Context: an optimization exercise on an open-source flow, tuned for small area, a short achievable clock period and few clock cycles. The choices shown serve that exercise and are no tape-out recipe. Function was checked by simulation only, so behaviour that the tests miss may differ from the original.

<file path="constraint.sdc">
create_clock -name core_clock -period 5.0 [get_ports {clk}]
set_input_delay 1.0000 -clock core_clock [delete_from_list [all_inputs] [get_ports {clk}]]
set_output_delay 1.0000 -clock core_clock [all_outputs]
set_load 0.01 [all_outputs]
</file>
<file path="config.mk">
export PLATFORM = sky130hd
export DESIGN_NAME = subterranean_lwc
export DESIGN_NICKNAME = subterranean_lwc
export VERILOG_FILES = /design/flow/design.v
export SDC_FILE = /design/flow/constraint.sdc
export NUM_CORES = 4
export LEC_CHECK = 0
export ABC_CLOCK_PERIOD_IN_PS = 2500
export CAP_MARGIN = 20
export CORE_MARGIN = 2
export CORE_UTILIZATION = 40
export SETUP_SLACK_MARGIN = 2.4
export SLEW_MARGIN = 20
export TNS_END_PERCENT = 5
</file>
<file path="flow/run.sh">
#!/bin/bash
# The standard layout, except that the port buffers are plain buffers
# (buffer_ports otherwise picks a delay cell, clkdlybuf4s50_1, for them).
set -euo pipefail
export BUFFER_PORTS_ARGS="-buffer_cell sky130_fd_sc_hd__buf_4"
bash standard.sh finish > make_finish.log 2>&1
</file>
<file path="design.v">
`default_nettype    none
module subterranean_round
(
    input wire [256:0] a,
    input wire [32:0] din,
    output wire [256:0] o,
    output wire [31:0] dout
);
wire [256:0] a_after_chi_iota;
wire [256:0] a_after_theta;
assign a_after_chi_iota[0]     = ~(a[0]   ^   ((~a[1])     & a[2]));
assign a_after_chi_iota[254:1] = a[254:1] ^   ((~a[255:2]) & a[256:3]);
assign a_after_chi_iota[255]   = a[255]   ^   ((~a[256])   & a[0]);
assign a_after_chi_iota[256]   = a[256]   ^   ((~a[0])     & a[1]);
assign a_after_theta[12]  = a_after_chi_iota[12]  ^ a_after_chi_iota[15]  ^ a_after_chi_iota[20]  ^ din[0];
assign a_after_theta[56]  = a_after_chi_iota[56]  ^ a_after_chi_iota[59]  ^ a_after_chi_iota[64]  ^ din[1];
assign a_after_theta[90]  = a_after_chi_iota[90]  ^ a_after_chi_iota[93]  ^ a_after_chi_iota[98]  ^ din[2];
assign a_after_theta[163] = a_after_chi_iota[163] ^ a_after_chi_iota[166] ^ a_after_chi_iota[171] ^ din[3];
assign a_after_theta[161] = a_after_chi_iota[161] ^ a_after_chi_iota[164] ^ a_after_chi_iota[169] ^ din[4];
assign a_after_theta[66]  = a_after_chi_iota[66]  ^ a_after_chi_iota[69]  ^ a_after_chi_iota[74]  ^ din[5];
assign a_after_theta[51]  = a_after_chi_iota[51]  ^ a_after_chi_iota[54]  ^ a_after_chi_iota[59]  ^ din[6];
assign a_after_theta[238] = a_after_chi_iota[238] ^ a_after_chi_iota[241] ^ a_after_chi_iota[246] ^ din[7];
assign a_after_theta[254] = a_after_chi_iota[254] ^ a_after_chi_iota[0]   ^ a_after_chi_iota[5]   ^ din[8];
assign a_after_theta[243] = a_after_chi_iota[243] ^ a_after_chi_iota[246] ^ a_after_chi_iota[251] ^ din[9];
assign a_after_theta[106] = a_after_chi_iota[106] ^ a_after_chi_iota[109] ^ a_after_chi_iota[114] ^ din[10];
assign a_after_theta[152] = a_after_chi_iota[152] ^ a_after_chi_iota[155] ^ a_after_chi_iota[160] ^ din[11];
assign a_after_theta[24]  = a_after_chi_iota[24]  ^ a_after_chi_iota[27]  ^ a_after_chi_iota[32]  ^ din[12];
assign a_after_theta[112] = a_after_chi_iota[112] ^ a_after_chi_iota[115] ^ a_after_chi_iota[120] ^ din[13];
assign a_after_theta[180] = a_after_chi_iota[180] ^ a_after_chi_iota[183] ^ a_after_chi_iota[188] ^ din[14];
assign a_after_theta[69]  = a_after_chi_iota[69]  ^ a_after_chi_iota[72]  ^ a_after_chi_iota[77]  ^ din[15];
assign a_after_theta[65]  = a_after_chi_iota[65]  ^ a_after_chi_iota[68]  ^ a_after_chi_iota[73]  ^ din[16];
assign a_after_theta[132] = a_after_chi_iota[132] ^ a_after_chi_iota[135] ^ a_after_chi_iota[140] ^ din[17];
assign a_after_theta[102] = a_after_chi_iota[102] ^ a_after_chi_iota[105] ^ a_after_chi_iota[110] ^ din[18];
assign a_after_theta[219] = a_after_chi_iota[219] ^ a_after_chi_iota[222] ^ a_after_chi_iota[227] ^ din[19];
assign a_after_theta[251] = a_after_chi_iota[251] ^ a_after_chi_iota[254] ^ a_after_chi_iota[2]   ^ din[20];
assign a_after_theta[229] = a_after_chi_iota[229] ^ a_after_chi_iota[232] ^ a_after_chi_iota[237] ^ din[21];
assign a_after_theta[212] = a_after_chi_iota[212] ^ a_after_chi_iota[215] ^ a_after_chi_iota[220] ^ din[22];
assign a_after_theta[47]  = a_after_chi_iota[47]  ^ a_after_chi_iota[50]  ^ a_after_chi_iota[55]  ^ din[23];
assign a_after_theta[48]  = a_after_chi_iota[48]  ^ a_after_chi_iota[51]  ^ a_after_chi_iota[56]  ^ din[24];
assign a_after_theta[224] = a_after_chi_iota[224] ^ a_after_chi_iota[227] ^ a_after_chi_iota[232] ^ din[25];
assign a_after_theta[103] = a_after_chi_iota[103] ^ a_after_chi_iota[106] ^ a_after_chi_iota[111] ^ din[26];
assign a_after_theta[138] = a_after_chi_iota[138] ^ a_after_chi_iota[141] ^ a_after_chi_iota[146] ^ din[27];
assign a_after_theta[130] = a_after_chi_iota[130] ^ a_after_chi_iota[133] ^ a_after_chi_iota[138] ^ din[28];
assign a_after_theta[7]   = a_after_chi_iota[7]   ^ a_after_chi_iota[10]  ^ a_after_chi_iota[15]  ^ din[29];
assign a_after_theta[204] = a_after_chi_iota[204] ^ a_after_chi_iota[207] ^ a_after_chi_iota[212] ^ din[30];
assign a_after_theta[181] = a_after_chi_iota[181] ^ a_after_chi_iota[184] ^ a_after_chi_iota[189] ^ din[31];
assign a_after_theta[245] = a_after_chi_iota[245] ^ a_after_chi_iota[248] ^ a_after_chi_iota[253] ^ din[32];
assign a_after_theta[0] = a_after_chi_iota[0] ^ a_after_chi_iota[3] ^ a_after_chi_iota[8];
assign a_after_theta[36] = a_after_chi_iota[36] ^ a_after_chi_iota[39] ^ a_after_chi_iota[44];
assign a_after_theta[60] = a_after_chi_iota[60] ^ a_after_chi_iota[63] ^ a_after_chi_iota[68];
assign a_after_theta[72] = a_after_chi_iota[72] ^ a_after_chi_iota[75] ^ a_after_chi_iota[80];
assign a_after_theta[84] = a_after_chi_iota[84] ^ a_after_chi_iota[87] ^ a_after_chi_iota[92];
assign a_after_theta[96] = a_after_chi_iota[96] ^ a_after_chi_iota[99] ^ a_after_chi_iota[104];
assign a_after_theta[108] = a_after_chi_iota[108] ^ a_after_chi_iota[111] ^ a_after_chi_iota[116];
assign a_after_theta[120] = a_after_chi_iota[120] ^ a_after_chi_iota[123] ^ a_after_chi_iota[128];
assign a_after_theta[144] = a_after_chi_iota[144] ^ a_after_chi_iota[147] ^ a_after_chi_iota[152];
assign a_after_theta[156] = a_after_chi_iota[156] ^ a_after_chi_iota[159] ^ a_after_chi_iota[164];
assign a_after_theta[168] = a_after_chi_iota[168] ^ a_after_chi_iota[171] ^ a_after_chi_iota[176];
assign a_after_theta[192] = a_after_chi_iota[192] ^ a_after_chi_iota[195] ^ a_after_chi_iota[200];
assign a_after_theta[216] = a_after_chi_iota[216] ^ a_after_chi_iota[219] ^ a_after_chi_iota[224];
assign a_after_theta[228] = a_after_chi_iota[228] ^ a_after_chi_iota[231] ^ a_after_chi_iota[236];
assign a_after_theta[240] = a_after_chi_iota[240] ^ a_after_chi_iota[243] ^ a_after_chi_iota[248];
assign a_after_theta[252] = a_after_chi_iota[252] ^ a_after_chi_iota[255] ^ a_after_chi_iota[3];
assign a_after_theta[19] = a_after_chi_iota[19] ^ a_after_chi_iota[22] ^ a_after_chi_iota[27];
assign a_after_theta[31] = a_after_chi_iota[31] ^ a_after_chi_iota[34] ^ a_after_chi_iota[39];
assign a_after_theta[43] = a_after_chi_iota[43] ^ a_after_chi_iota[46] ^ a_after_chi_iota[51];
assign a_after_theta[55] = a_after_chi_iota[55] ^ a_after_chi_iota[58] ^ a_after_chi_iota[63];
assign a_after_theta[67] = a_after_chi_iota[67] ^ a_after_chi_iota[70] ^ a_after_chi_iota[75];
assign a_after_theta[79] = a_after_chi_iota[79] ^ a_after_chi_iota[82] ^ a_after_chi_iota[87];
assign a_after_theta[91] = a_after_chi_iota[91] ^ a_after_chi_iota[94] ^ a_after_chi_iota[99];
assign a_after_theta[115] = a_after_chi_iota[115] ^ a_after_chi_iota[118] ^ a_after_chi_iota[123];
assign a_after_theta[127] = a_after_chi_iota[127] ^ a_after_chi_iota[130] ^ a_after_chi_iota[135];
assign a_after_theta[139] = a_after_chi_iota[139] ^ a_after_chi_iota[142] ^ a_after_chi_iota[147];
assign a_after_theta[151] = a_after_chi_iota[151] ^ a_after_chi_iota[154] ^ a_after_chi_iota[159];
assign a_after_theta[175] = a_after_chi_iota[175] ^ a_after_chi_iota[178] ^ a_after_chi_iota[183];
assign a_after_theta[187] = a_after_chi_iota[187] ^ a_after_chi_iota[190] ^ a_after_chi_iota[195];
assign a_after_theta[199] = a_after_chi_iota[199] ^ a_after_chi_iota[202] ^ a_after_chi_iota[207];
assign a_after_theta[211] = a_after_chi_iota[211] ^ a_after_chi_iota[214] ^ a_after_chi_iota[219];
assign a_after_theta[223] = a_after_chi_iota[223] ^ a_after_chi_iota[226] ^ a_after_chi_iota[231];
assign a_after_theta[235] = a_after_chi_iota[235] ^ a_after_chi_iota[238] ^ a_after_chi_iota[243];
assign a_after_theta[247] = a_after_chi_iota[247] ^ a_after_chi_iota[250] ^ a_after_chi_iota[255];
assign a_after_theta[2] = a_after_chi_iota[2] ^ a_after_chi_iota[5] ^ a_after_chi_iota[10];
assign a_after_theta[14] = a_after_chi_iota[14] ^ a_after_chi_iota[17] ^ a_after_chi_iota[22];
assign a_after_theta[26] = a_after_chi_iota[26] ^ a_after_chi_iota[29] ^ a_after_chi_iota[34];
assign a_after_theta[38] = a_after_chi_iota[38] ^ a_after_chi_iota[41] ^ a_after_chi_iota[46];
assign a_after_theta[50] = a_after_chi_iota[50] ^ a_after_chi_iota[53] ^ a_after_chi_iota[58];
assign a_after_theta[62] = a_after_chi_iota[62] ^ a_after_chi_iota[65] ^ a_after_chi_iota[70];
assign a_after_theta[74] = a_after_chi_iota[74] ^ a_after_chi_iota[77] ^ a_after_chi_iota[82];
assign a_after_theta[86] = a_after_chi_iota[86] ^ a_after_chi_iota[89] ^ a_after_chi_iota[94];
assign a_after_theta[98] = a_after_chi_iota[98] ^ a_after_chi_iota[101] ^ a_after_chi_iota[106];
assign a_after_theta[110] = a_after_chi_iota[110] ^ a_after_chi_iota[113] ^ a_after_chi_iota[118];
assign a_after_theta[122] = a_after_chi_iota[122] ^ a_after_chi_iota[125] ^ a_after_chi_iota[130];
assign a_after_theta[134] = a_after_chi_iota[134] ^ a_after_chi_iota[137] ^ a_after_chi_iota[142];
assign a_after_theta[146] = a_after_chi_iota[146] ^ a_after_chi_iota[149] ^ a_after_chi_iota[154];
assign a_after_theta[158] = a_after_chi_iota[158] ^ a_after_chi_iota[161] ^ a_after_chi_iota[166];
assign a_after_theta[170] = a_after_chi_iota[170] ^ a_after_chi_iota[173] ^ a_after_chi_iota[178];
assign a_after_theta[182] = a_after_chi_iota[182] ^ a_after_chi_iota[185] ^ a_after_chi_iota[190];
assign a_after_theta[194] = a_after_chi_iota[194] ^ a_after_chi_iota[197] ^ a_after_chi_iota[202];
assign a_after_theta[206] = a_after_chi_iota[206] ^ a_after_chi_iota[209] ^ a_after_chi_iota[214];
assign a_after_theta[218] = a_after_chi_iota[218] ^ a_after_chi_iota[221] ^ a_after_chi_iota[226];
assign a_after_theta[230] = a_after_chi_iota[230] ^ a_after_chi_iota[233] ^ a_after_chi_iota[238];
assign a_after_theta[242] = a_after_chi_iota[242] ^ a_after_chi_iota[245] ^ a_after_chi_iota[250];
assign a_after_theta[9] = a_after_chi_iota[9] ^ a_after_chi_iota[12] ^ a_after_chi_iota[17];
assign a_after_theta[21] = a_after_chi_iota[21] ^ a_after_chi_iota[24] ^ a_after_chi_iota[29];
assign a_after_theta[33] = a_after_chi_iota[33] ^ a_after_chi_iota[36] ^ a_after_chi_iota[41];
assign a_after_theta[45] = a_after_chi_iota[45] ^ a_after_chi_iota[48] ^ a_after_chi_iota[53];
assign a_after_theta[57] = a_after_chi_iota[57] ^ a_after_chi_iota[60] ^ a_after_chi_iota[65];
assign a_after_theta[81] = a_after_chi_iota[81] ^ a_after_chi_iota[84] ^ a_after_chi_iota[89];
assign a_after_theta[93] = a_after_chi_iota[93] ^ a_after_chi_iota[96] ^ a_after_chi_iota[101];
assign a_after_theta[105] = a_after_chi_iota[105] ^ a_after_chi_iota[108] ^ a_after_chi_iota[113];
assign a_after_theta[117] = a_after_chi_iota[117] ^ a_after_chi_iota[120] ^ a_after_chi_iota[125];
assign a_after_theta[129] = a_after_chi_iota[129] ^ a_after_chi_iota[132] ^ a_after_chi_iota[137];
assign a_after_theta[141] = a_after_chi_iota[141] ^ a_after_chi_iota[144] ^ a_after_chi_iota[149];
assign a_after_theta[153] = a_after_chi_iota[153] ^ a_after_chi_iota[156] ^ a_after_chi_iota[161];
assign a_after_theta[165] = a_after_chi_iota[165] ^ a_after_chi_iota[168] ^ a_after_chi_iota[173];
assign a_after_theta[177] = a_after_chi_iota[177] ^ a_after_chi_iota[180] ^ a_after_chi_iota[185];
assign a_after_theta[189] = a_after_chi_iota[189] ^ a_after_chi_iota[192] ^ a_after_chi_iota[197];
assign a_after_theta[201] = a_after_chi_iota[201] ^ a_after_chi_iota[204] ^ a_after_chi_iota[209];
assign a_after_theta[213] = a_after_chi_iota[213] ^ a_after_chi_iota[216] ^ a_after_chi_iota[221];
assign a_after_theta[225] = a_after_chi_iota[225] ^ a_after_chi_iota[228] ^ a_after_chi_iota[233];
assign a_after_theta[237] = a_after_chi_iota[237] ^ a_after_chi_iota[240] ^ a_after_chi_iota[245];
assign a_after_theta[249] = a_after_chi_iota[249] ^ a_after_chi_iota[252] ^ a_after_chi_iota[0];
assign a_after_theta[4] = a_after_chi_iota[4] ^ a_after_chi_iota[7] ^ a_after_chi_iota[12];
assign a_after_theta[16] = a_after_chi_iota[16] ^ a_after_chi_iota[19] ^ a_after_chi_iota[24];
assign a_after_theta[28] = a_after_chi_iota[28] ^ a_after_chi_iota[31] ^ a_after_chi_iota[36];
assign a_after_theta[40] = a_after_chi_iota[40] ^ a_after_chi_iota[43] ^ a_after_chi_iota[48];
assign a_after_theta[52] = a_after_chi_iota[52] ^ a_after_chi_iota[55] ^ a_after_chi_iota[60];
assign a_after_theta[64] = a_after_chi_iota[64] ^ a_after_chi_iota[67] ^ a_after_chi_iota[72];
assign a_after_theta[76] = a_after_chi_iota[76] ^ a_after_chi_iota[79] ^ a_after_chi_iota[84];
assign a_after_theta[88] = a_after_chi_iota[88] ^ a_after_chi_iota[91] ^ a_after_chi_iota[96];
assign a_after_theta[100] = a_after_chi_iota[100] ^ a_after_chi_iota[103] ^ a_after_chi_iota[108];
assign a_after_theta[124] = a_after_chi_iota[124] ^ a_after_chi_iota[127] ^ a_after_chi_iota[132];
assign a_after_theta[136] = a_after_chi_iota[136] ^ a_after_chi_iota[139] ^ a_after_chi_iota[144];
assign a_after_theta[148] = a_after_chi_iota[148] ^ a_after_chi_iota[151] ^ a_after_chi_iota[156];
assign a_after_theta[160] = a_after_chi_iota[160] ^ a_after_chi_iota[163] ^ a_after_chi_iota[168];
assign a_after_theta[172] = a_after_chi_iota[172] ^ a_after_chi_iota[175] ^ a_after_chi_iota[180];
assign a_after_theta[184] = a_after_chi_iota[184] ^ a_after_chi_iota[187] ^ a_after_chi_iota[192];
assign a_after_theta[196] = a_after_chi_iota[196] ^ a_after_chi_iota[199] ^ a_after_chi_iota[204];
assign a_after_theta[208] = a_after_chi_iota[208] ^ a_after_chi_iota[211] ^ a_after_chi_iota[216];
assign a_after_theta[220] = a_after_chi_iota[220] ^ a_after_chi_iota[223] ^ a_after_chi_iota[228];
assign a_after_theta[232] = a_after_chi_iota[232] ^ a_after_chi_iota[235] ^ a_after_chi_iota[240];
assign a_after_theta[244] = a_after_chi_iota[244] ^ a_after_chi_iota[247] ^ a_after_chi_iota[252];
assign a_after_theta[256] = a_after_chi_iota[256] ^ a_after_chi_iota[2] ^ a_after_chi_iota[7];
assign a_after_theta[11] = a_after_chi_iota[11] ^ a_after_chi_iota[14] ^ a_after_chi_iota[19];
assign a_after_theta[23] = a_after_chi_iota[23] ^ a_after_chi_iota[26] ^ a_after_chi_iota[31];
assign a_after_theta[35] = a_after_chi_iota[35] ^ a_after_chi_iota[38] ^ a_after_chi_iota[43];
assign a_after_theta[59] = a_after_chi_iota[59] ^ a_after_chi_iota[62] ^ a_after_chi_iota[67];
assign a_after_theta[71] = a_after_chi_iota[71] ^ a_after_chi_iota[74] ^ a_after_chi_iota[79];
assign a_after_theta[83] = a_after_chi_iota[83] ^ a_after_chi_iota[86] ^ a_after_chi_iota[91];
assign a_after_theta[95] = a_after_chi_iota[95] ^ a_after_chi_iota[98] ^ a_after_chi_iota[103];
assign a_after_theta[107] = a_after_chi_iota[107] ^ a_after_chi_iota[110] ^ a_after_chi_iota[115];
assign a_after_theta[119] = a_after_chi_iota[119] ^ a_after_chi_iota[122] ^ a_after_chi_iota[127];
assign a_after_theta[131] = a_after_chi_iota[131] ^ a_after_chi_iota[134] ^ a_after_chi_iota[139];
assign a_after_theta[143] = a_after_chi_iota[143] ^ a_after_chi_iota[146] ^ a_after_chi_iota[151];
assign a_after_theta[155] = a_after_chi_iota[155] ^ a_after_chi_iota[158] ^ a_after_chi_iota[163];
assign a_after_theta[167] = a_after_chi_iota[167] ^ a_after_chi_iota[170] ^ a_after_chi_iota[175];
assign a_after_theta[179] = a_after_chi_iota[179] ^ a_after_chi_iota[182] ^ a_after_chi_iota[187];
assign a_after_theta[191] = a_after_chi_iota[191] ^ a_after_chi_iota[194] ^ a_after_chi_iota[199];
assign a_after_theta[203] = a_after_chi_iota[203] ^ a_after_chi_iota[206] ^ a_after_chi_iota[211];
assign a_after_theta[215] = a_after_chi_iota[215] ^ a_after_chi_iota[218] ^ a_after_chi_iota[223];
assign a_after_theta[227] = a_after_chi_iota[227] ^ a_after_chi_iota[230] ^ a_after_chi_iota[235];
assign a_after_theta[239] = a_after_chi_iota[239] ^ a_after_chi_iota[242] ^ a_after_chi_iota[247];
assign a_after_theta[6] = a_after_chi_iota[6] ^ a_after_chi_iota[9] ^ a_after_chi_iota[14];
assign a_after_theta[18] = a_after_chi_iota[18] ^ a_after_chi_iota[21] ^ a_after_chi_iota[26];
assign a_after_theta[30] = a_after_chi_iota[30] ^ a_after_chi_iota[33] ^ a_after_chi_iota[38];
assign a_after_theta[42] = a_after_chi_iota[42] ^ a_after_chi_iota[45] ^ a_after_chi_iota[50];
assign a_after_theta[54] = a_after_chi_iota[54] ^ a_after_chi_iota[57] ^ a_after_chi_iota[62];
assign a_after_theta[78] = a_after_chi_iota[78] ^ a_after_chi_iota[81] ^ a_after_chi_iota[86];
assign a_after_theta[114] = a_after_chi_iota[114] ^ a_after_chi_iota[117] ^ a_after_chi_iota[122];
assign a_after_theta[126] = a_after_chi_iota[126] ^ a_after_chi_iota[129] ^ a_after_chi_iota[134];
assign a_after_theta[150] = a_after_chi_iota[150] ^ a_after_chi_iota[153] ^ a_after_chi_iota[158];
assign a_after_theta[162] = a_after_chi_iota[162] ^ a_after_chi_iota[165] ^ a_after_chi_iota[170];
assign a_after_theta[174] = a_after_chi_iota[174] ^ a_after_chi_iota[177] ^ a_after_chi_iota[182];
assign a_after_theta[186] = a_after_chi_iota[186] ^ a_after_chi_iota[189] ^ a_after_chi_iota[194];
assign a_after_theta[198] = a_after_chi_iota[198] ^ a_after_chi_iota[201] ^ a_after_chi_iota[206];
assign a_after_theta[210] = a_after_chi_iota[210] ^ a_after_chi_iota[213] ^ a_after_chi_iota[218];
assign a_after_theta[222] = a_after_chi_iota[222] ^ a_after_chi_iota[225] ^ a_after_chi_iota[230];
assign a_after_theta[234] = a_after_chi_iota[234] ^ a_after_chi_iota[237] ^ a_after_chi_iota[242];
assign a_after_theta[246] = a_after_chi_iota[246] ^ a_after_chi_iota[249] ^ a_after_chi_iota[254];
assign a_after_theta[1] = a_after_chi_iota[1] ^ a_after_chi_iota[4] ^ a_after_chi_iota[9];
assign a_after_theta[13] = a_after_chi_iota[13] ^ a_after_chi_iota[16] ^ a_after_chi_iota[21];
assign a_after_theta[25] = a_after_chi_iota[25] ^ a_after_chi_iota[28] ^ a_after_chi_iota[33];
assign a_after_theta[37] = a_after_chi_iota[37] ^ a_after_chi_iota[40] ^ a_after_chi_iota[45];
assign a_after_theta[49] = a_after_chi_iota[49] ^ a_after_chi_iota[52] ^ a_after_chi_iota[57];
assign a_after_theta[61] = a_after_chi_iota[61] ^ a_after_chi_iota[64] ^ a_after_chi_iota[69];
assign a_after_theta[73] = a_after_chi_iota[73] ^ a_after_chi_iota[76] ^ a_after_chi_iota[81];
assign a_after_theta[85] = a_after_chi_iota[85] ^ a_after_chi_iota[88] ^ a_after_chi_iota[93];
assign a_after_theta[97] = a_after_chi_iota[97] ^ a_after_chi_iota[100] ^ a_after_chi_iota[105];
assign a_after_theta[109] = a_after_chi_iota[109] ^ a_after_chi_iota[112] ^ a_after_chi_iota[117];
assign a_after_theta[121] = a_after_chi_iota[121] ^ a_after_chi_iota[124] ^ a_after_chi_iota[129];
assign a_after_theta[133] = a_after_chi_iota[133] ^ a_after_chi_iota[136] ^ a_after_chi_iota[141];
assign a_after_theta[145] = a_after_chi_iota[145] ^ a_after_chi_iota[148] ^ a_after_chi_iota[153];
assign a_after_theta[157] = a_after_chi_iota[157] ^ a_after_chi_iota[160] ^ a_after_chi_iota[165];
assign a_after_theta[169] = a_after_chi_iota[169] ^ a_after_chi_iota[172] ^ a_after_chi_iota[177];
assign a_after_theta[193] = a_after_chi_iota[193] ^ a_after_chi_iota[196] ^ a_after_chi_iota[201];
assign a_after_theta[205] = a_after_chi_iota[205] ^ a_after_chi_iota[208] ^ a_after_chi_iota[213];
assign a_after_theta[217] = a_after_chi_iota[217] ^ a_after_chi_iota[220] ^ a_after_chi_iota[225];
assign a_after_theta[241] = a_after_chi_iota[241] ^ a_after_chi_iota[244] ^ a_after_chi_iota[249];
assign a_after_theta[253] = a_after_chi_iota[253] ^ a_after_chi_iota[256] ^ a_after_chi_iota[4];
assign a_after_theta[8] = a_after_chi_iota[8] ^ a_after_chi_iota[11] ^ a_after_chi_iota[16];
assign a_after_theta[20] = a_after_chi_iota[20] ^ a_after_chi_iota[23] ^ a_after_chi_iota[28];
assign a_after_theta[32] = a_after_chi_iota[32] ^ a_after_chi_iota[35] ^ a_after_chi_iota[40];
assign a_after_theta[44] = a_after_chi_iota[44] ^ a_after_chi_iota[47] ^ a_after_chi_iota[52];
assign a_after_theta[68] = a_after_chi_iota[68] ^ a_after_chi_iota[71] ^ a_after_chi_iota[76];
assign a_after_theta[80] = a_after_chi_iota[80] ^ a_after_chi_iota[83] ^ a_after_chi_iota[88];
assign a_after_theta[92] = a_after_chi_iota[92] ^ a_after_chi_iota[95] ^ a_after_chi_iota[100];
assign a_after_theta[104] = a_after_chi_iota[104] ^ a_after_chi_iota[107] ^ a_after_chi_iota[112];
assign a_after_theta[116] = a_after_chi_iota[116] ^ a_after_chi_iota[119] ^ a_after_chi_iota[124];
assign a_after_theta[128] = a_after_chi_iota[128] ^ a_after_chi_iota[131] ^ a_after_chi_iota[136];
assign a_after_theta[140] = a_after_chi_iota[140] ^ a_after_chi_iota[143] ^ a_after_chi_iota[148];
assign a_after_theta[164] = a_after_chi_iota[164] ^ a_after_chi_iota[167] ^ a_after_chi_iota[172];
assign a_after_theta[176] = a_after_chi_iota[176] ^ a_after_chi_iota[179] ^ a_after_chi_iota[184];
assign a_after_theta[188] = a_after_chi_iota[188] ^ a_after_chi_iota[191] ^ a_after_chi_iota[196];
assign a_after_theta[200] = a_after_chi_iota[200] ^ a_after_chi_iota[203] ^ a_after_chi_iota[208];
assign a_after_theta[236] = a_after_chi_iota[236] ^ a_after_chi_iota[239] ^ a_after_chi_iota[244];
assign a_after_theta[248] = a_after_chi_iota[248] ^ a_after_chi_iota[251] ^ a_after_chi_iota[256];
assign a_after_theta[3] = a_after_chi_iota[3] ^ a_after_chi_iota[6] ^ a_after_chi_iota[11];
assign a_after_theta[15] = a_after_chi_iota[15] ^ a_after_chi_iota[18] ^ a_after_chi_iota[23];
assign a_after_theta[27] = a_after_chi_iota[27] ^ a_after_chi_iota[30] ^ a_after_chi_iota[35];
assign a_after_theta[39] = a_after_chi_iota[39] ^ a_after_chi_iota[42] ^ a_after_chi_iota[47];
assign a_after_theta[63] = a_after_chi_iota[63] ^ a_after_chi_iota[66] ^ a_after_chi_iota[71];
assign a_after_theta[75] = a_after_chi_iota[75] ^ a_after_chi_iota[78] ^ a_after_chi_iota[83];
assign a_after_theta[87] = a_after_chi_iota[87] ^ a_after_chi_iota[90] ^ a_after_chi_iota[95];
assign a_after_theta[99] = a_after_chi_iota[99] ^ a_after_chi_iota[102] ^ a_after_chi_iota[107];
assign a_after_theta[111] = a_after_chi_iota[111] ^ a_after_chi_iota[114] ^ a_after_chi_iota[119];
assign a_after_theta[123] = a_after_chi_iota[123] ^ a_after_chi_iota[126] ^ a_after_chi_iota[131];
assign a_after_theta[135] = a_after_chi_iota[135] ^ a_after_chi_iota[138] ^ a_after_chi_iota[143];
assign a_after_theta[147] = a_after_chi_iota[147] ^ a_after_chi_iota[150] ^ a_after_chi_iota[155];
assign a_after_theta[159] = a_after_chi_iota[159] ^ a_after_chi_iota[162] ^ a_after_chi_iota[167];
assign a_after_theta[171] = a_after_chi_iota[171] ^ a_after_chi_iota[174] ^ a_after_chi_iota[179];
assign a_after_theta[183] = a_after_chi_iota[183] ^ a_after_chi_iota[186] ^ a_after_chi_iota[191];
assign a_after_theta[195] = a_after_chi_iota[195] ^ a_after_chi_iota[198] ^ a_after_chi_iota[203];
assign a_after_theta[207] = a_after_chi_iota[207] ^ a_after_chi_iota[210] ^ a_after_chi_iota[215];
assign a_after_theta[231] = a_after_chi_iota[231] ^ a_after_chi_iota[234] ^ a_after_chi_iota[239];
assign a_after_theta[255] = a_after_chi_iota[255] ^ a_after_chi_iota[1] ^ a_after_chi_iota[6];
assign a_after_theta[10] = a_after_chi_iota[10] ^ a_after_chi_iota[13] ^ a_after_chi_iota[18];
assign a_after_theta[22] = a_after_chi_iota[22] ^ a_after_chi_iota[25] ^ a_after_chi_iota[30];
assign a_after_theta[34] = a_after_chi_iota[34] ^ a_after_chi_iota[37] ^ a_after_chi_iota[42];
assign a_after_theta[46] = a_after_chi_iota[46] ^ a_after_chi_iota[49] ^ a_after_chi_iota[54];
assign a_after_theta[58] = a_after_chi_iota[58] ^ a_after_chi_iota[61] ^ a_after_chi_iota[66];
assign a_after_theta[70] = a_after_chi_iota[70] ^ a_after_chi_iota[73] ^ a_after_chi_iota[78];
assign a_after_theta[82] = a_after_chi_iota[82] ^ a_after_chi_iota[85] ^ a_after_chi_iota[90];
assign a_after_theta[94] = a_after_chi_iota[94] ^ a_after_chi_iota[97] ^ a_after_chi_iota[102];
assign a_after_theta[118] = a_after_chi_iota[118] ^ a_after_chi_iota[121] ^ a_after_chi_iota[126];
assign a_after_theta[142] = a_after_chi_iota[142] ^ a_after_chi_iota[145] ^ a_after_chi_iota[150];
assign a_after_theta[154] = a_after_chi_iota[154] ^ a_after_chi_iota[157] ^ a_after_chi_iota[162];
assign a_after_theta[166] = a_after_chi_iota[166] ^ a_after_chi_iota[169] ^ a_after_chi_iota[174];
assign a_after_theta[178] = a_after_chi_iota[178] ^ a_after_chi_iota[181] ^ a_after_chi_iota[186];
assign a_after_theta[190] = a_after_chi_iota[190] ^ a_after_chi_iota[193] ^ a_after_chi_iota[198];
assign a_after_theta[202] = a_after_chi_iota[202] ^ a_after_chi_iota[205] ^ a_after_chi_iota[210];
assign a_after_theta[214] = a_after_chi_iota[214] ^ a_after_chi_iota[217] ^ a_after_chi_iota[222];
assign a_after_theta[226] = a_after_chi_iota[226] ^ a_after_chi_iota[229] ^ a_after_chi_iota[234];
assign a_after_theta[250] = a_after_chi_iota[250] ^ a_after_chi_iota[253] ^ a_after_chi_iota[1];
assign a_after_theta[5] = a_after_chi_iota[5] ^ a_after_chi_iota[8] ^ a_after_chi_iota[13];
assign a_after_theta[17] = a_after_chi_iota[17] ^ a_after_chi_iota[20] ^ a_after_chi_iota[25];
assign a_after_theta[29] = a_after_chi_iota[29] ^ a_after_chi_iota[32] ^ a_after_chi_iota[37];
assign a_after_theta[41] = a_after_chi_iota[41] ^ a_after_chi_iota[44] ^ a_after_chi_iota[49];
assign a_after_theta[53] = a_after_chi_iota[53] ^ a_after_chi_iota[56] ^ a_after_chi_iota[61];
assign a_after_theta[77] = a_after_chi_iota[77] ^ a_after_chi_iota[80] ^ a_after_chi_iota[85];
assign a_after_theta[89] = a_after_chi_iota[89] ^ a_after_chi_iota[92] ^ a_after_chi_iota[97];
assign a_after_theta[101] = a_after_chi_iota[101] ^ a_after_chi_iota[104] ^ a_after_chi_iota[109];
assign a_after_theta[113] = a_after_chi_iota[113] ^ a_after_chi_iota[116] ^ a_after_chi_iota[121];
assign a_after_theta[125] = a_after_chi_iota[125] ^ a_after_chi_iota[128] ^ a_after_chi_iota[133];
assign a_after_theta[137] = a_after_chi_iota[137] ^ a_after_chi_iota[140] ^ a_after_chi_iota[145];
assign a_after_theta[149] = a_after_chi_iota[149] ^ a_after_chi_iota[152] ^ a_after_chi_iota[157];
assign a_after_theta[173] = a_after_chi_iota[173] ^ a_after_chi_iota[176] ^ a_after_chi_iota[181];
assign a_after_theta[185] = a_after_chi_iota[185] ^ a_after_chi_iota[188] ^ a_after_chi_iota[193];
assign a_after_theta[197] = a_after_chi_iota[197] ^ a_after_chi_iota[200] ^ a_after_chi_iota[205];
assign a_after_theta[209] = a_after_chi_iota[209] ^ a_after_chi_iota[212] ^ a_after_chi_iota[217];
assign a_after_theta[221] = a_after_chi_iota[221] ^ a_after_chi_iota[224] ^ a_after_chi_iota[229];
assign a_after_theta[233] = a_after_chi_iota[233] ^ a_after_chi_iota[236] ^ a_after_chi_iota[241];
generate
    genvar gen_j;
    for (gen_j = 0; gen_j < 257; gen_j = gen_j + 1) begin: pi_step
        assign o[gen_j] = a_after_theta[(12*gen_j) % 257];
    end
endgenerate
assign dout[0]  = a[1]   ^ a[256];
assign dout[1]  = a[176] ^ a[81];
assign dout[2]  = a[136] ^ a[121];
assign dout[3]  = a[35]  ^ a[222];
assign dout[4]  = a[249] ^ a[8];
assign dout[5]  = a[134] ^ a[123];
assign dout[6]  = a[197] ^ a[60];
assign dout[7]  = a[234] ^ a[23];
assign dout[8]  = a[64]  ^ a[193];
assign dout[9]  = a[213] ^ a[44];
assign dout[10] = a[223] ^ a[34];
assign dout[11] = a[184] ^ a[73];
assign dout[12] = a[2]   ^ a[255];
assign dout[13] = a[95]  ^ a[162];
assign dout[14] = a[15]  ^ a[242];
assign dout[15] = a[70]  ^ a[187];
assign dout[16] = a[241] ^ a[16];
assign dout[17] = a[11]  ^ a[246];
assign dout[18] = a[137] ^ a[120];
assign dout[19] = a[211] ^ a[46];
assign dout[20] = a[128] ^ a[129];
assign dout[21] = a[169] ^ a[88];
assign dout[22] = a[189] ^ a[68];
assign dout[23] = a[111] ^ a[146];
assign dout[24] = a[4]   ^ a[253];
assign dout[25] = a[190] ^ a[67];
assign dout[26] = a[30]  ^ a[227];
assign dout[27] = a[140] ^ a[117];
assign dout[28] = a[225] ^ a[32];
assign dout[29] = a[22]  ^ a[235];
assign dout[30] = a[17]  ^ a[240];
assign dout[31] = a[165] ^ a[92];
endmodule
`default_nettype    none
module subterranean_lwc
#(parameter ASYNC_RSTN = 0,
parameter G_PWIDTH = 32,
parameter G_SWIDTH = 32,
parameter G_SEGMENT_SIZE_BITS = 16,
parameter G_HASH_SIZE_WORDS = 8,
parameter G_TAG_SIZE_WORDS = 4
)
(
    input wire clk,
    input wire rst,
    input wire [(G_PWIDTH-1):0] pdi_data,
    input wire pdi_valid,
    output wire pdi_ready,
    input wire [(G_SWIDTH-1):0] sdi_data,
    input wire sdi_valid,
    output wire sdi_ready,
    output wire [(G_PWIDTH-1):0] do_data,
    output wire do_valid,
    input wire do_ready,
    output wire do_last
);
localparam P_IDLE = 4'd0,  P_NHDR = 4'd1,  P_NDAT = 4'd2,  P_AHDR = 4'd3,
           P_ADAT = 4'd4,  P_PHDR = 4'd5,  P_PDAT = 4'd6,  P_TAG  = 4'd7,
           P_THDR = 4'd8,  P_TDAT = 4'd9,  P_SQ   = 4'd10, P_STAT = 4'd11,
           P_HHDR = 4'd12, P_HDAT = 4'd13, P_INST = 4'd14;
function [31:0] bswap(input [31:0] x);
    bswap = {x[7:0], x[15:8], x[23:16], x[31:24]};
endfunction
reg [14:0] ph;          
reg [256:0] st;
reg [4:0] nr;           
reg nz;                 
reg [3:0] cnt;          
reg [15:0] len;         
reg lastw;              
reg [2:0] wsize;        
reg eot;
reg dec;
reg fail;
reg [1:0] bidx;         
reg hlast;              
reg [1:0] sph;          
reg [1:0] kcnt;
reg kact;               
reg hfirst;             
reg spend;              
reg pv, pc;             
reg [32:0] o0, o1;
reg v0, v1;
reg prdy, srdy;         
reg m_key;              
reg m_word;             
reg m_hash;             
reg m_sq;               
reg m_t;                
reg dfull;              
reg [14:0] ph_n;
reg [4:0] nr_n;
reg [3:0] cnt_n;
reg [15:0] len_n;
reg eot_n, dec_n, fail_n, kact_n, hfirst_n, nz_n, hlast_n, spend_n;
reg [1:0] bidx_n, sph_n, kcnt_n;
reg push;
reg [32:0] pw;
wire ptake = pdi_valid & prdy;
wire stake = sdi_valid & srdy;
wire qpush = (pdi_valid & pv) | pc;
wire [4:0] nr_dec = nz ? 5'd0 : (nr - 5'd1);
wire wr_ok = ~v1;
wire pop = v0 & do_ready;
wire [31:0] z;
wire [31:0] y;
always @(*) begin
    ph_n = ph;
    nr_n = nr_dec;
    nz_n = (nr[4:1] == 4'd0);
    hlast_n = hlast;
    cnt_n = cnt;
    len_n = len;
    eot_n = eot;
    dec_n = dec;
    fail_n = fail;
    kact_n = kact;
    hfirst_n = hfirst;
    spend_n = spend;
    bidx_n = bidx;
    sph_n = sph;
    kcnt_n = kcnt;
    push = 1'b0;
    pw = 33'd0;
    if (stake) begin
        case (sph)
            2'd0 : sph_n = 2'd1;
            2'd1 : begin sph_n = 2'd2; kcnt_n = 2'd0; end
            default : begin
                kcnt_n = kcnt + 2'd1;
                if (kcnt == 2'd3) begin
                    sph_n = 2'd0;
                    kact_n = 1'b0;
                    nr_n = 5'd1;
                    nz_n = 1'b0;
                end
            end
        endcase
    end
        if (ph[P_IDLE] & ptake) begin
            hfirst_n = 1'b1;
            case (pdi_data[31:28])
                4'h7 : begin
                    kact_n = 1'b1;
                    begin ph_n[P_IDLE] = 1'b0; ph_n[P_INST] = 1'b1; end
                end
                4'h8 : begin ph_n[P_IDLE] = 1'b0; ph_n[P_HHDR] = 1'b1; end
                default : ;
            endcase
        end
        if (ph[P_INST] & ptake) begin
            dec_n = pdi_data[28];
            fail_n = 1'b0;
            begin ph_n[P_INST] = 1'b0; ph_n[P_NHDR] = 1'b1; end
        end
        if (ph[P_NHDR] & ptake) begin
            cnt_n = 4'd4;
            begin ph_n[P_NHDR] = 1'b0; ph_n[P_NDAT] = 1'b1; end
        end
        if (ph[P_NDAT] & ptake) begin
            cnt_n = cnt - 4'd1;
            if (cnt == 4'd1) begin
                nr_n = 5'd9;
                nz_n = 1'b0;
                begin ph_n[P_NDAT] = 1'b0; ph_n[P_AHDR] = 1'b1; end
            end
        end
        if (ph[P_AHDR] & ptake) begin
            len_n = pdi_data[15:0];
            eot_n = pdi_data[25];
            if (pdi_data[15:0] == 16'd0) begin
                nr_n = nr_dec + 5'd1;
                nz_n = 1'b0;
                begin ph_n[P_AHDR] = 1'b0; ph_n[P_PHDR] = 1'b1; end
            end else
                begin ph_n[P_AHDR] = 1'b0; ph_n[P_ADAT] = 1'b1; end
        end
        if (ph[P_ADAT] & ptake) begin
            len_n = len - 16'd4;
            if (lastw) begin
                if (eot) begin
                    if (wsize == 3'd4) begin nr_n = 5'd1; nz_n = 1'b0; end
                    begin ph_n[P_ADAT] = 1'b0; ph_n[P_PHDR] = 1'b1; end
                end else
                    begin ph_n[P_ADAT] = 1'b0; ph_n[P_AHDR] = 1'b1; end
            end
        end
        if (ph[P_PHDR] & ptake) begin
            push = 1'b1;
            pw = {1'b0, dec ? 4'h4 : 4'h5, 2'b00, pdi_data[25], dec & pdi_data[25], 8'h00, pdi_data[15:0]};
            len_n = pdi_data[15:0];
            eot_n = pdi_data[25];
            if (pdi_data[15:0] == 16'd0) begin
                nr_n = nr_dec + 5'd9;
                nz_n = 1'b0;
                ph_n[P_PHDR] = 1'b0;
                if (dec) ph_n[P_THDR] = 1'b1; else ph_n[P_TAG] = 1'b1;
            end else
                begin ph_n[P_PHDR] = 1'b0; ph_n[P_PDAT] = 1'b1; end
        end
        if (ph[P_PDAT] & ptake) begin
            push = 1'b1;
            pw = {lastw & eot, bswap(y)};
            len_n = len - 16'd4;
            if (lastw) begin
                if (eot) begin
                    nr_n = (wsize == 3'd4) ? 5'd9 : 5'd8;
                    nz_n = 1'b0;
                    ph_n[P_PDAT] = 1'b0;
                    if (dec) ph_n[P_THDR] = 1'b1; else ph_n[P_TAG] = 1'b1;
                end else
                    begin ph_n[P_PDAT] = 1'b0; ph_n[P_PHDR] = 1'b1; end
            end
        end
        if (ph[P_TAG] & wr_ok) begin
            push = 1'b1;
            pw = {1'b0, 32'h83000010};
            cnt_n = 4'd4;
            begin ph_n[P_TAG] = 1'b0; ph_n[P_SQ] = 1'b1; end
        end
        if (ph[P_THDR] & ptake) begin
            cnt_n = 4'd4;
            begin ph_n[P_THDR] = 1'b0; ph_n[P_TDAT] = 1'b1; end
        end
        if (ph[P_TDAT] & ptake) begin
            if ((y != 32'd0) && (cnt != 4'd1)) fail_n = 1'b1;
            cnt_n = cnt - 4'd1;
            if (cnt == 4'd1) begin ph_n[P_TDAT] = 1'b0; ph_n[P_IDLE] = 1'b1; spend_n = 1'b1; end
        end
        if (ph[P_SQ] & m_sq) begin
            push = 1'b1;
            pw = {cnt == 4'd1, bswap(z)};
            cnt_n = cnt - 4'd1;
            if (cnt == 4'd1) begin ph_n[P_SQ] = 1'b0; ph_n[P_IDLE] = 1'b1; spend_n = 1'b1; end
        end
        if (spend & wr_ok) begin
            pw = {1'b1, fail ? 4'hF : 4'hE, 28'd0};
            spend_n = 1'b0;
            fail_n = 1'b0;
        end
        if (ph[P_HHDR] & ptake) begin
            hfirst_n = 1'b0;
            if (hfirst) begin
                push = 1'b1;
                pw = {1'b0, 4'h9, 4'h3, 8'h00, 16'd32};
            end
            len_n = pdi_data[15:0];
            eot_n = pdi_data[25];
            bidx_n = 2'd0;
            hlast_n = (pdi_data[15:0] == 16'd1);
            if (pdi_data[15:0] == 16'd0) begin
                nr_n = nr_dec + 5'd10;
                nz_n = 1'b0;
                cnt_n = 4'd8;
                begin ph_n[P_HHDR] = 1'b0; ph_n[P_SQ] = 1'b1; end
            end else
                begin ph_n[P_HHDR] = 1'b0; ph_n[P_HDAT] = 1'b1; end
        end
        if (ph[P_HDAT] & pdi_valid & m_hash) begin
            nr_n = 5'd1;
            nz_n = 1'b0;
            bidx_n = bidx + 2'd1;
            hlast_n = ((bidx + 3'd2) == wsize);
            if (ptake) begin
                bidx_n = 2'd0;
                hlast_n = (len == 16'd5);
                len_n = len - 16'd4;
                if (lastw) begin
                    if (eot) begin
                        nr_n = 5'd11;
                        nz_n = 1'b0;
                        cnt_n = 4'd8;
                        begin ph_n[P_HDAT] = 1'b0; ph_n[P_SQ] = 1'b1; end
                    end else
                        begin ph_n[P_HDAT] = 1'b0; ph_n[P_HHDR] = 1'b1; end
                end
            end
        end
end
reg v0_n, v1_n;
always @(*) begin
    v0_n = v0;
    v1_n = v1;
    if (v1) begin
        if (pop) v1_n = 1'b0;
    end else if (qpush) begin
        if (v0 & ~pop) v1_n = 1'b1;
        else v0_n = 1'b1;
    end else if (pop) begin
        v0_n = 1'b0;
    end
end
wire lastw_n = (len_n[15:3] == 13'd0) && ((len_n[2] == 1'b0) || (len_n[1:0] == 2'b00));
wire [2:0] wsize_n = lastw_n ? len_n[2:0] : 3'd4;
wire wr_ok_n = ~v1_n;
reg prdy_n, m_word_n, m_hash_n, m_sq_n;
always @(*) begin
    prdy_n = 1'b0;
    m_word_n = 1'b0;
    m_hash_n = 1'b0;
    m_sq_n = 1'b0;
    prdy_n = ph_n[P_IDLE] | ph_n[P_INST] | ph_n[P_NHDR] | ph_n[P_AHDR] | ph_n[P_THDR]
           | ((ph_n[P_HHDR] | ph_n[P_PHDR]) & wr_ok_n & ~spend_n)
           | (ph_n[P_NDAT] & ~kact_n & nz_n)
           | ((ph_n[P_ADAT] | ph_n[P_TDAT]) & nz_n)
           | (ph_n[P_PDAT] & nz_n & wr_ok_n)
           | (ph_n[P_HDAT] & nz_n & hlast_n);
    m_word_n = ((ph_n[P_NDAT] & ~kact_n) | ph_n[P_ADAT] | (ph_n[P_PDAT] & wr_ok_n)) & nz_n;
    m_hash_n = ph_n[P_HDAT] & nz_n;
    m_sq_n = ph_n[P_SQ] & nz_n & wr_ok_n;
end
wire srdy_n = (sph_n != 2'd2) | (kact_n & nz_n);
wire pv_n = prdy_n & (ph_n[P_PHDR] | ph_n[P_PDAT] | (ph_n[P_HHDR] & hfirst_n));
wire pc_n = m_sq_n | ((ph_n[P_TAG] | spend_n) & wr_ok_n);
wire m_key_n = (sph_n == 2'd2) & kact_n & nz_n;
wire m_t_n = ph_n[P_TDAT] & nz_n;
wire dfull_n = m_key_n | ph_n[P_NDAT] | ph_n[P_TDAT];
always @(posedge clk) begin
    if (rst) begin
        ph <= 15'd1 << P_IDLE;
        nr <= 5'd0;
        nz <= 1'b1;
        sph <= 2'd0;
        kact <= 1'b0;
        spend <= 1'b0;
        fail <= 1'b0;
        v0 <= 1'b0;
        v1 <= 1'b0;
        prdy <= 1'b0;
        srdy <= 1'b0;
        m_key <= 1'b0;
        m_word <= 1'b0;
        m_hash <= 1'b0;
        m_sq <= 1'b0;
        pv <= 1'b0;
        pc <= 1'b0;
        m_t <= 1'b0;
        dfull <= 1'b0;
    end else begin
        ph <= ph_n;
        nr <= nr_n;
        nz <= nz_n;
        sph <= sph_n;
        kact <= kact_n;
        spend <= spend_n;
        fail <= fail_n;
        v0 <= v0_n;
        v1 <= v1_n;
        prdy <= prdy_n;
        srdy <= srdy_n;
        m_key <= m_key_n;
        m_word <= m_word_n;
        m_hash <= m_hash_n;
        m_sq <= m_sq_n;
        pv <= pv_n;
        pc <= pc_n;
        m_t <= m_t_n;
        dfull <= dfull_n;
    end
end
always @(posedge clk) begin
    cnt <= cnt_n;
    len <= len_n;
    lastw <= lastw_n;
    wsize <= wsize_n;
    eot <= eot_n;
    dec <= dec_n;
    bidx <= bidx_n;
    hlast <= hlast_n;
    kcnt <= kcnt_n;
    hfirst <= hfirst_n;
end
always @(posedge clk) begin
    if (v1) begin
        if (pop) o0 <= o1;
    end else if (qpush) begin
        if (v0 & ~pop) o1 <= pw;
        else o0 <= pw;
    end
end
wire [256:0] st_next;
reg [32:0] din;
wire [31:0] src_c = bswap(m_key ? sdi_data : pdi_data);
wire [2:0] dsize = dfull ? 3'd4 : wsize;
reg [31:0] mask;
always @(*) begin
    case (dsize)
        3'd0 : mask = 32'h00000000;
        3'd1 : mask = 32'h000000FF;
        3'd2 : mask = 32'h0000FFFF;
        3'd3 : mask = 32'h00FFFFFF;
        default : mask = 32'hFFFFFFFF;
    endcase
end
wire [31:0] x = src_c & mask;
assign y = (z ^ x) & mask;
reg [7:0] hbyte;
always @(*) begin
    case (bidx)
        2'd0 : hbyte = pdi_data[31:24];
        2'd1 : hbyte = pdi_data[23:16];
        2'd2 : hbyte = pdi_data[15:8];
        default : hbyte = pdi_data[7:0];
    endcase
end
always @(*) begin
    if (m_key | m_word) begin
        din[31:0] = (dec & ph[P_PDAT]) ? y : x;
        din[32] = 1'b0;
        case (dsize)
            3'd0 : din[0]  = din[0]  ^ 1'b1;
            3'd1 : din[8]  = din[8]  ^ 1'b1;
            3'd2 : din[16] = din[16] ^ 1'b1;
            3'd3 : din[24] = din[24] ^ 1'b1;
            default : din[32] = 1'b1;
        endcase
    end else if (m_hash) begin
        din = {24'd0, 1'b1, hbyte};
    end else begin
        din = 33'd1;
    end
end
subterranean_round round (
    .a(st),
    .din(din),
    .o(st_next),
    .dout(z)
);
wire do_round = ~nz | (sdi_valid & m_key) | (pdi_valid & (m_word | m_hash | m_t)) | m_sq;
wire init = ptake & ph[P_IDLE];
always @(posedge clk) begin
    if (init)
        st <= 257'd0;
    else if (do_round)
        st <= st_next;
end
assign pdi_ready = prdy;
assign sdi_ready = srdy;
assign do_data = o0[31:0];
assign do_last = o0[32];
assign do_valid = v0;
endmodule
</file>
<file path="standard.sh">
#!/bin/bash
# synth_recipe.tcl (not shown) runs the flow's synth.tcl, then flattens the netlist and writes it again
# the make line also repeats each setting of config.mk as NAME=value (left out here)
make -C /OpenROAD-flow-scripts/flow DESIGN_CONFIG=/design/flow/config.mk WORK_HOME=/design/flow/orfs CLKGATE_MAP_FILE= SYNTH_SCRIPT=/design/flow/synth_recipe.tcl "${@:-finish}"
</file>
==> flow_metrics.tcl, run 1 <==
set metrics [dict create \
    status "timing/DRC/antenna clean" \
    mostFrequentLayoutCells "xnor2_1, nor2_1, dfxtp_1" \
    clock-sinks 392 \
    die-area_um2 68800 \
    synth_edf_count 72 \
    crit_type "reg -> reg" \
    wl_per_cell_um 23.2 \
    layout.nets 3249 \
    core_um2 65900 \
    cts_buffers 47 \
    max_stage_delay_ns 0.57 \
    grt_pass1_vias 20700 \
    gr-usage-all-layers_pct 26.6 \
    cp_common_cell "or4_4" \
    endpoint_kind "register" \
    vias 22400 \
    drcViolationCount 0 \
    io_buffers 104 \
    clkTransAtPathRegs_ns 0.06 \
    grt_max_degree 198 \
    clockRootBuffer "clkbuf_16" \
    viasPerCell 5.51 \
    cpLargestDelayFamily "simple AND/OR/NAND/NOR gates" \
    syn-num-nets 3201 \
    die_height_um 262 \
    gr-total-overflow 0 \
    antenna_cells 0 \
    postRouteAntennaNets 0 \
    fillCellCount 6501 \
    io_pins 105 \
    netlist_instances 3119 \
    antenna_found_initial 1 \
    maxCapViolCount 0 \
    cpMaxStageDelayCell "or4_4" \
    path_cells "or4_4 > o41ai_4 > o2111ai_1 > and2_4 > or4b_4 > or4_4 > or3_1" \
    cts_hold_repair.buffers 0 \
    synth_warnings 1 \
    rsz0062_at_grt "yes" \
    gp_congestion 0.963 \
    final_max_slew_viol_count 0 \
    startpoint_type "register" \
    tns_ns 0 \
    drt-pass1-iter-count 6 \
    htreeDepth 2 \
    postSynthAreaPerCell_um2 8.56 \
    critPathBufInv 0 \
    required_ns 5.46 \
    tightest_slew_ns 1.06 \
    hold_viol 0 \
    ctsLongestPathBuffers 3 \
    rows 94 \
    worstReg2RegStart "len[3]" \
    yosysSeqAreaShare_pct 32.1 \
    drtIter0Drc 2857 \
    layout_min_cycle_time_ns 2.89 \
    syn-cell-area_um2 26700 \
    hp-start "cnt[3]" \
    grt_pass1_wl_mm 140 \
    cp.arrival_ns 3.35 \
    fin_util_pct 46.4 \
    fin_worst_skew_ns 0.0436 \
    r2r_setup_slack_ns 2.11 \
    die-width_um 262 \
    relSlewSlack_pct 29.4 \
    synthToLayoutAreaGrowth_pct 14.5 \
    async_flop_share_pct 0 \
    cp_max_fo 4 \
    drt_wl_total_mm 94.4 \
    hpwlAfterDp_mm 72.0 \
    startpoint "len[3]" \
    synth-main-ff-cell "dfxtp_1" \
    layout_commonest_cell "xnor2_1" \
    fin_crit_sh_pct 57.9 \
    ys_seq_elements 392 \
    cts_tree "yes" \
    start_util_pct 40.5 \
    hold_path.class "reg -> reg" \
    layout-drive-gt1-share_pct 10.4 \
    ys_types 76 \
    setup_viol 0 \
    fmaxAchievable_mhz 346 \
    clock_latency_ns 0.61 \
]
## cells by family after synthesis
group	after synthesis	share of synthesized area (%)
AOI/OAI and AO/OA	586	15.1
xor gates and xnor gates	913	30.0
adders and majority gates	13	0.609
buffers and inverters	191	2.77
DFF	392	32.1
muxes	46	1.77
and+or+nand+nor	978	17.7
## metal layers
layer	track usage, %	wire length [µm]
met1	38.7	43500
met2	40.2	40500
met3	4.57	7380
met4	7.65	3070
met5	0	0
## layout make-up
class	instances	area, µm²	share of cell area [%]
Timing Repair Buffer	156	1300	4.26
Multi-Input combinational cell	2537	17800	58.3
Clock inverter	16	208	0.680
Tap cell	864	1080	3.54
Inverter	33	124	0.405
Clock buffer	71	1420	4.64
Sequential cell	392	8610	28.2
## what timing repair did
action	CTS	global route
cloned	0	1
setup endpoints to repair	182	77
endpoints found under the hold margin	0	0
pin swaps	6	3
setup buffers	21	6
resized for setup	76	21
## sequential cells by signal (all words and copies together), names as in the netlist, 2 cells and up
name,cells
kcnt,2
len,16
cnt,4
o0,33
wsize,3
bidx,2
sph,2
ph,14
st,257
nr,5
o1,33
## synth_stat cells, types with 5 or more instances
cell	instances	area, µm²
dfxtp_1	320	6410
nor2b_1	271	1700
nand2b_1	11	68.8
xnor2_1	847	7420
nand2_1	119	447
nor3_1	24	120
buf_1	10	37.5
or4_1	6	45.0
buf_2	5	25.0
ha_1	13	163
mux2_2	9	101
mux2i_1	37	370
a222oi_1	8	80.1
nand3_1	25	125
nor2_1	446	1670
nor4_1	15	93.8
and2_1	7	43.8
xor2_1	66	578
clkbuf_1	141	529
a21oi_1	92	460
or3_1	6	37.5
nand4_1	9	56.3
o21ai_0	76	380
or2_2	7	43.8
o21a_1	7	52.6
a31oi_1	27	169
inv_1	33	124
o31ai_1	28	210
o22ai_1	19	119
edfxtp_1	72	2160
nor3b_1	6	45.0
a211oi_1	261	1960
## path summary, 6_finish.rpt
path         depth (start not counted)  endpoint
max                                  7  wsize[2]
min                                  1    cnt[3]
max reg2reg                          7  wsize[2]
min reg2reg                          1    cnt[3]
## metrics by stage
step / instance area, µm² / setup slack, ns / hold WS [ns] / instances
6_report: 30600 / 2.11 / 0.501 / 4069
5_1_grt: 30600 / 2.04 / 0.518 / 4069
4_1_cts: 30400 / 2.11 / 0.498 / 4061
3_5_place_dp: 28200 / 1.10 / 0.482 / 3953
3_3_place_gp: 28200 / 1.12 / 0.477 / 3953
2_1_floorplan: 26800 / 1.91 / 0.453 / 3119
Testbench counts, summed over its fixed seeds: cycles 13,309.
==> inputs of run 2 (changes only) <==
--- a/config.mk
+++ b/config.mk
@@ -7,3 +7,3 @@
 export LEC_CHECK = 0
-export ABC_CLOCK_PERIOD_IN_PS = 2500
+export ABC_CLOCK_PERIOD_IN_PS = 2000
 export CAP_MARGIN = 20
@@ -11,3 +11,3 @@
 export CORE_UTILIZATION = 40
-export SETUP_SLACK_MARGIN = 2.4
+export SETUP_SLACK_MARGIN = 2.9
 export SLEW_MARGIN = 20
==> run 2 against run 1 <==
Net effect: flip-flop and latch count is the same; highest routed layer unchanged; critical path depth stayed put; critical path type unchanged; sequential share of layout area is 0.48 points lower.
==> flow_metrics.tcl, run 2 <==
set metrics [dict create \
    status "timing/DRC/antenna clean" \
    ys_types 76 \
    cp_max_fo 4 \
    critPathBufInv 0 \
    cpMaxStageDelayCell "or4_4" \
    io_buffers 104 \
    ys_top_cells_by_count "xnor2_1, nor2_1, dfxtp_1" \
    synth_top_area_share_pct 27.8 \
    hold_slack_ns 0.499 \
    cts_tree "yes" \
    syn-cell-area_um2 26700 \
    r2r-end "wsize[2]" \
    async_flop_share_pct 0 \
    viasPerCell 5.57 \
    synth_edf_count 72 \
    fin_worst_skew_ns 0.0469 \
    grt_pass1_wl_mm 140 \
    ctsLongestPathBuffers 3 \
    largestRegisters "st (257), o0 (33), o1 (33)" \
    core_um2 65900 \
    grt_max_degree 139 \
    synth_top_cell_by_area "xnor2_1" \
    max_stage_delay_ns 0.57 \
    endpoint_kind "register" \
    wl_per_cell_um 23.4 \
    fillCellCount 6363 \
    postRouteAntennaNets 0 \
    r2r_cells 7 \
    worstReg2RegStart "len[5]" \
    fmaxAchievable_mhz 339 \
    r2r_setup_slack_ns 2.05 \
    ys_seq_elements 392 \
    cts_hold_repair.buffers 0 \
    io_pins 105 \
    start_util_pct 40.5 \
    maxCapViolCount 0 \
    final_max_slew_viol_count 0 \
    synth-main-ff-cell "dfxtp_1" \
    syn-num-nets 3201 \
    largest_reg_flops 257 \
    required_ns 5.49 \
    synthToLayoutAreaGrowth_pct 16.4 \
    layout_commonest_cell "xnor2_1" \
    yosysMostFrequentCell "xnor2_1" \
    startpoint_type "register" \
    drtIter0Drc 2396 \
    ys_top_cells_by_area "xnor2_1, dfxtp_1, edfxtp_1" \
    synth_warnings 1 \
    endpoint "wsize[2]" \
    final_area_um2 31100 \
    die_height_um 262 \
    tns_ns 0 \
    placed_area_um2 28300 \
    critical_path_depth 7 \
    clock_latency_ns 0.62 \
    path_cells "or4_4 > o41ai_4 > o2111ai_1 > and2_4 > or4b_4 > or4_4 > or3_1" \
    drt_wl_total_mm 95.8 \
    cts_buffers 47 \
    clkTransAtPathRegs_ns 0.06 \
    fin_crit_sh_pct 59.0 \
    gr-total-overflow 0 \
    layout_min_cycle_time_ns 2.95 \
    top_register "st" \
    tightest_slew_ns 1.06 \
    drcViolationCount 0 \
    vias 22800 \
    cp_common_cell "or4_4" \
    antenna_found_initial 1 \
    startpoint "len[5]" \
    cp.arrival_ns 3.44 \
    crit_type "reg -> reg" \
    gp_congestion 0.985 \
    clockRootBuffer "clkbuf_16" \
    grt_pass1_vias 20700 \
    postSynthAreaPerCell_um2 8.56 \
    clock-sinks 392 \
    layout-drive-gt1-share_pct 11.8 \
    layout.nets 3267 \
    rows 94 \
    antenna_cells 0 \
    drt-pass1-iter-count 6 \
    mostFrequentLayoutCells "xnor2_1, nor2_1, dfxtp_1" \
    hpwlAfterDp_mm 71.8 \
    relSlewSlack_pct 28.7 \
    die-width_um 262 \
    die-area_um2 68800 \
    gr-usage-all-layers_pct 26.7 \
    rsz0062_at_grt "yes" \
    cpLargestDelayFamily "simple AND/OR/NAND/NOR gates" \
    yosysSeqAreaShare_pct 32.1 \
    hold_path.class "reg -> reg" \
    netlist_instances 3119 \
    htreeDepth 2 \
    hold_viol 0 \
    setup_viol 0 \
]
run 2: cell counts after synthesis:
Identical to the previous run, type by type.
run 2: kinds of logic (layout without fill, tap and decap cells):
family,Yosys count,after routing,share of synthesized area [%]
xor+xnor,913,913,30.0
simple gates,978,979,17.7
buf+inv,191,293,2.77
fa+ha+maj,13,13,0.609
mux,46,46,1.77
flops,392,392,32.1
compound gates,586,586,15.1
run 2: stage by stage:
step / setup WS, ns / instances / utilization [%]
global placement: 1.10 / 3956 / 42.9
finish: 2.05 / 4086 / 47.2
floorplan: 1.91 / 3119 / -
global route: 1.96 / 4086 / 47.2
CTS: 2.09 / 4070 / 46.6
detailed placement: 1.08 / 3956 / 42.9
run 2: worst min-delay path by stage:
| stage | from | endpoint | slack (ns) | depth (start not counted) |
|---|---|---|---|---|
| finish | o1[12] | o0[12] | 0.50 | 2 |
| global route | o1[0] | o0[0] | 0.54 | 2 |
| CTS | ph[0] | ph[0] | 0.50 | 2 |
| detailed placement | len[0] | len[0] | 0.49 | 2 |
| global placement | ph[0] | ph[0] | 0.48 | 2 |
| floorplan | len[0] | len[0] | 0.45 | 2 |
run 2: timing repair:
item                       CTS  global route
setup buffers               26            13
setup endpoints to repair  446           319
cloned                       2             2
gates resized for setup    105            60
pin swaps                   11             7
run 2: area by class of cell:
| type | instances | area, µm² | area share, % |
|---|---|---|---|
| Clock inverter | 19 | 265 | 0.853 |
| Multi-Input combinational cell | 2537 | 18000 | 58.1 |
| Tap cell | 864 | 1080 | 3.48 |
| Inverter | 33 | 128 | 0.411 |
| Timing Repair Buffer | 174 | 1610 | 5.18 |
| Sequential cell | 392 | 8600 | 27.7 |
| Clock buffer | 67 | 1350 | 4.35 |
run 2: tightest hold or removal path, delay by kind of cell, from the launching register on:
family,cells,cell delay [ns]
flops,1,0.32
compound gates,1,0.05
simple gates,1,0.05
run 2: per-layer routing:
metal	up-vias	track usage (%)	share of wire, %
met3	189	5.32	9.0
li1	10800	-	-
met5	-	0	0
met4	0	9.51	4.1
met2	1003	39.8	43
met1	10800	38.0	44

port drivers added, routing unchanged:
The flow's constraints put no driver on any port. The routed layouts listed below were extracted and timed again, unchanged, in two steps.
Step 1: set_driving_cell puts a clkbuf_16 on clk and a buf_2 on each other input, an assumption about the parent block.
Step 2 moves the port delays by t, midway between the first and last clock arrival at a register: inputs arrive t later, outputs are due t later. That takes back most of the time a late clock gives input paths.
Slacks: ideal ports / drivers / drivers and shift; pairs: ideal ports / drivers.
run | t, ns | setup WS [ns] | worst hold slack (ns) | worst setup path after step 2
run 1 | 0.659 | 2.106 / 2.106 / 1.515 | 0.501 / 0.501 / 0.501 | input to register
run 2 | 0.664 | 2.048 / 2.048 / 1.514 | 0.499 / 0.499 / 0.499 | input to register
After both steps setup and hold are still met in every run listed. The setup slack of run 1, which loses most, moves by 0.000 ns with the drivers and by -0.591 ns with both steps.
